This design comes from an exercise in tuning for small area and a short achievable clock period on the open sky130 flow, not from production work. Function was checked by simulation only, so behaviour that the tests miss may differ from the original.

==> inputs of run E <==
// CHIP
module CHIP(clk,
            rst_n,
            mem_wen_D,
            mem_addr_D,
            mem_wdata_D,
            mem_rdata_D,
            mem_addr_I,
            mem_rdata_I);
Settings: LEC_CHECK=0, CAP_MARGIN=20, CORE_MARGIN=2, CORE_UTILIZATION=40, SLEW_MARGIN=20, SYNTH_HIERARCHICAL=1; clock period 80.0 ns.
standard.sh (not shown) runs the stock make flow with config.mk's settings and CLKGATE_MAP_FILE= SYNTH_SCRIPT=/design/flow/synth_recipe.tcl, a recipe that flattens the netlist after the stock synthesis.
==> flow/flow/run.sh <==
#!/bin/bash
# Standard layout, with timing repair aimed at a tighter setup slack margin
# (the clock period and constraints are unchanged).
set -euo pipefail
bash standard.sh SETUP_SLACK_MARGIN=43 finish > standard.log 2>&1
==> run R: changes against run E <==
==> flow/run.sh (new file) <==
#!/bin/bash
# synth_recipe.tcl (not shown) runs the flow's synth.tcl, then flattens the netlist and writes it again
# the make line also repeats each setting of config.mk as NAME=value (left out here)
make -C /OpenROAD-flow-scripts/flow DESIGN_CONFIG=/design/flow/config.mk WORK_HOME=/design/flow/orfs CLKGATE_MAP_FILE= SYNTH_SCRIPT=/design/flow/synth_recipe.tcl finish
- SETUP_SLACK_MARGIN: not set -> 5
removed: flow/flow/run.sh
removed: flow/standard.sh
==> comparison <==
Against run R, the core utilization of run E is higher by 0.38 points.
Of run R and run E, run E has the higher design area (gap 0.81%, measured against run E).
Fmax: run E is larger than run R (4.7%).
In worst hold slack, run R and run E hardly differ.
Against run E, the setup slack of run R is lower by 1.8 ns.
Between run E and run R, the lower via count is in run R (gap 0.47%, measured against run R).


==> inputs of build 33 <==
Another version of the RTL of CHIP (not shown whole).
Design CHIP, start of the top module:
module CHIP(clk,
            rst_n,
            mem_wen_D,
            mem_addr_D,
            mem_wdata_D,
            mem_rdata_D,
            mem_addr_I,
            mem_rdata_I);
export LEC_CHECK = 0
export CAP_MARGIN = 20
export CORE_MARGIN = 2
export CORE_UTILIZATION = 50
export CTS_CLUSTER_DIAMETER = 80
export CTS_CLUSTER_SIZE = 18
export SLEW_MARGIN = 20
export SYNTH_HIERARCHICAL = 1
create_clock -name core_clock -period 80.0 [get_ports {clk}]
==> flow/flow/run.sh <==
#!/bin/bash
# Standard layout (the standard.sh), with timing repair aimed at a larger
# setup slack margin, free gate sizing, and buf_2 port buffers.  The clock
# period and constraints are unchanged.
set -euo pipefail
bash standard.sh SETUP_SLACK_MARGIN=44.2 MATCH_CELL_FOOTPRINT=0 \
    "BUFFER_PORTS_ARGS=-buffer_cell sky130_fd_sc_hd__buf_2" finish > standard.log 2>&1
==> build 35 (differences from build 33) <==
==> flow/flow/run.sh (replaced) <==
#!/bin/bash
# Standard layout (the standard.sh), with timing repair aimed at a larger
# setup slack margin, free gate sizing, and buf_4 port buffers.  The clock
# period and constraints are unchanged.
set -euo pipefail
bash standard.sh SETUP_SLACK_MARGIN=44.2 MATCH_CELL_FOOTPRINT=0 \
    "BUFFER_PORTS_ARGS=-buffer_cell sky130_fd_sc_hd__buf_4" finish > standard.log 2>&1
- CORE_UTILIZATION: 50 -> 40
==> trial 50 (differences from build 33) <==
==> flow/flow/run.sh (replaced) <==
#!/bin/bash
# Standard layout (the standard.sh), with timing repair aimed at a larger
# setup slack margin, free gate sizing, and buf_4 port buffers.  The clock
# period and constraints are unchanged.
set -euo pipefail
bash standard.sh SETUP_SLACK_MARGIN=45 MATCH_CELL_FOOTPRINT=0 \
    "BUFFER_PORTS_ARGS=-buffer_cell sky130_fd_sc_hd__buf_4" finish > standard.log 2>&1
- CORE_UTILIZATION: 50 -> 40
- CTS_CLUSTER_DIAMETER: 80 -> not set
- CTS_CLUSTER_SIZE: 18 -> not set
==> summary.txt <==
Flip-flop and latch count is the same in trial 50 and build 35. Register-to-register slack: build 33 < build 35 < trial 50. Clock-buffer cell count, lowest first: build 33, build 35, trial 50. Between build 35 and trial 50, the lower non-clock buffer count is in build 35 (gap 119).


==> tundra: inputs <==
Starting RTL as in the previous note.
==> flow/config.mk <==
export PLATFORM = sky130hd
export DESIGN_NAME = CHIP
export DESIGN_NICKNAME = CHIP
export VERILOG_FILES = /design/flow/design.v
export SDC_FILE = /design/flow/constraint.sdc
export NUM_CORES = 4
export LEC_CHECK = 0
export CAP_MARGIN = 20
export CORE_MARGIN = 2
export CORE_UTILIZATION = 40
export CTS_CLUSTER_DIAMETER = 100
export CTS_CLUSTER_SIZE = 25
export SLEW_MARGIN = 20
export SYNTH_HIERARCHICAL = 1
==> flow/constraint.sdc <==
create_clock -name core_clock -period 80.0 [get_ports {clk}]
set_input_delay 16.0000 -clock core_clock [delete_from_list [all_inputs] [get_ports {clk}]]
set_output_delay 16.0000 -clock core_clock [all_outputs]
set_load 0.01 [all_outputs]
==> flow/flow/run.sh <==
#!/bin/bash
# Standard layout (the standard.sh), with timing repair aimed at a larger
# setup slack margin, free gate sizing, and buf_2 port buffers.  The clock
# period and constraints are unchanged.
set -euo pipefail
bash standard.sh SETUP_SLACK_MARGIN=44.2 MATCH_CELL_FOOTPRINT=0 \
    "BUFFER_PORTS_ARGS=-buffer_cell sky130_fd_sc_hd__buf_2" finish > standard.log 2>&1
==> onyx (differences from tundra) <==
==> flow/flow/run.sh (replaced) <==
#!/bin/bash
# Standard layout (the standard.sh), with timing repair aimed at a larger
# setup slack margin, free gate sizing, and buf_4 port buffers.  The clock
# period and constraints are unchanged.
set -euo pipefail
bash standard.sh SETUP_SLACK_MARGIN=45 MATCH_CELL_FOOTPRINT=0 \
    "BUFFER_PORTS_ARGS=-buffer_cell sky130_fd_sc_hd__buf_4" finish > standard.log 2>&1
==> amber (differences from tundra) <==
==> flow/flow/run.sh (replaced) <==
#!/bin/bash
# Standard layout (the standard.sh), with timing repair aimed at a larger
# setup slack margin, free gate sizing, and buf_4 port buffers.  The clock
# period and constraints are unchanged.
set -euo pipefail
bash standard.sh SETUP_SLACK_MARGIN=44.2 MATCH_CELL_FOOTPRINT=0 \
    "BUFFER_PORTS_ARGS=-buffer_cell sky130_fd_sc_hd__buf_4" finish > standard.log 2>&1
--- a/flow/config.mk
+++ b/flow/config.mk
@@ -8,7 +8,5 @@
 export CAP_MARGIN = 20
 export CORE_MARGIN = 2
 export CORE_UTILIZATION = 40
-export CTS_CLUSTER_DIAMETER = 100
-export CTS_CLUSTER_SIZE = 25
 export SLEW_MARGIN = 20
 export SYNTH_HIERARCHICAL = 1
==> summary.txt <==
metric	amber	tundra	onyx
Result of the run	timing/DRC/antenna clean	timing/DRC/antenna clean	timing/DRC/antenna clean
Capture endpoint of the worst hold path	R[17].q[3]$_DFF_PN0_	R[14].q[22]$_DFF_PN0_	R[22].q[5]$_DFF_PN0_
Length of routed met3 wiring	47.9 mm	47.3 mm	49.0 mm
CTS clk-pin slew, worst paths	0.06 ns	0.08 ns	0.10 ns
Sequential cell area share	36.3%	37.3%	36.2%
Initial antenna violation count	9	6	2
Final setup skew	0.0403 ns	0.0566 ns	0.0665 ns
Multi-input gate share of total cell area	48.5%	49.8%	49.3%
DR vias/cell	7.63	7.65	7.68
Placement Setup Slack	42.46 ns	42.35 ns	42.70 ns
Terminus of the critical flop-to-flop path	R[27].q[0]$_DFF_PN0_	R[7].q[31]$_DFF_PN0_	R[6].q[31]$_DFF_PN0_
Area after DPL	65200 um^2	65000 um^2	65400 um^2
Total vias in the final route	58719	58217	59251
Critical path depth in cells	9	17	19
Total placed cells including tap cells	7381	7391	7382
Diodes inserted	5	3	1

==> static timing again, ports no longer ideal <==
The flow's constraints put no driver on any port. The routed layouts listed below were extracted and timed again, unchanged, in two steps. Step 1, drivers: a clkbuf_16 drives clk and a buf_2 each remaining input, both assumed. Step 2 moves the port delays by t, midway between the first and last clock arrival at a register: inputs arrive t later, outputs are due t later. That takes back most of the time a late clock gives input paths. Slacks: ideal / step 1 / step 2; pairs: ideal / step 1.
run	t, ns	setup WS [ns]	hold slack, ns	worst setup path at the end	cell pins on the clock port's net
run E	0.855	42.873 / 42.847 / 42.847	0.520 / 0.520 / 0.520	input to output	1
run R	0.838	41.116 / 41.088 / 41.088	0.520 / 0.520 / 0.520	input to output	1
build 33	0.767	43.930 / 43.738 / 43.738	0.488 / 0.488 / 0.488	input to output	1
build 35	0.788	44.026 / 43.826 / 43.826	0.490 / 0.490 / 0.490	input to output	1
trial 50	0.816	44.136 / 43.906 / 43.906	0.490 / 0.490 / 0.490	input to output	1
tundra	0.752	44.078 / 43.896 / 43.896	0.492 / 0.492 / 0.492	input to output	1
onyx	0.766	44.245 / 44.056 / 44.056	0.495 / 0.495 / 0.495	input to output	1
amber	0.819	44.088 / 43.904 / 43.904	0.488 / 0.488 / 0.488	input to output	1
After both steps setup and hold are still met in every run listed. The setup slack of trial 50, which loses most, moves by -0.230 ns with the drivers and by -0.230 ns with both steps.
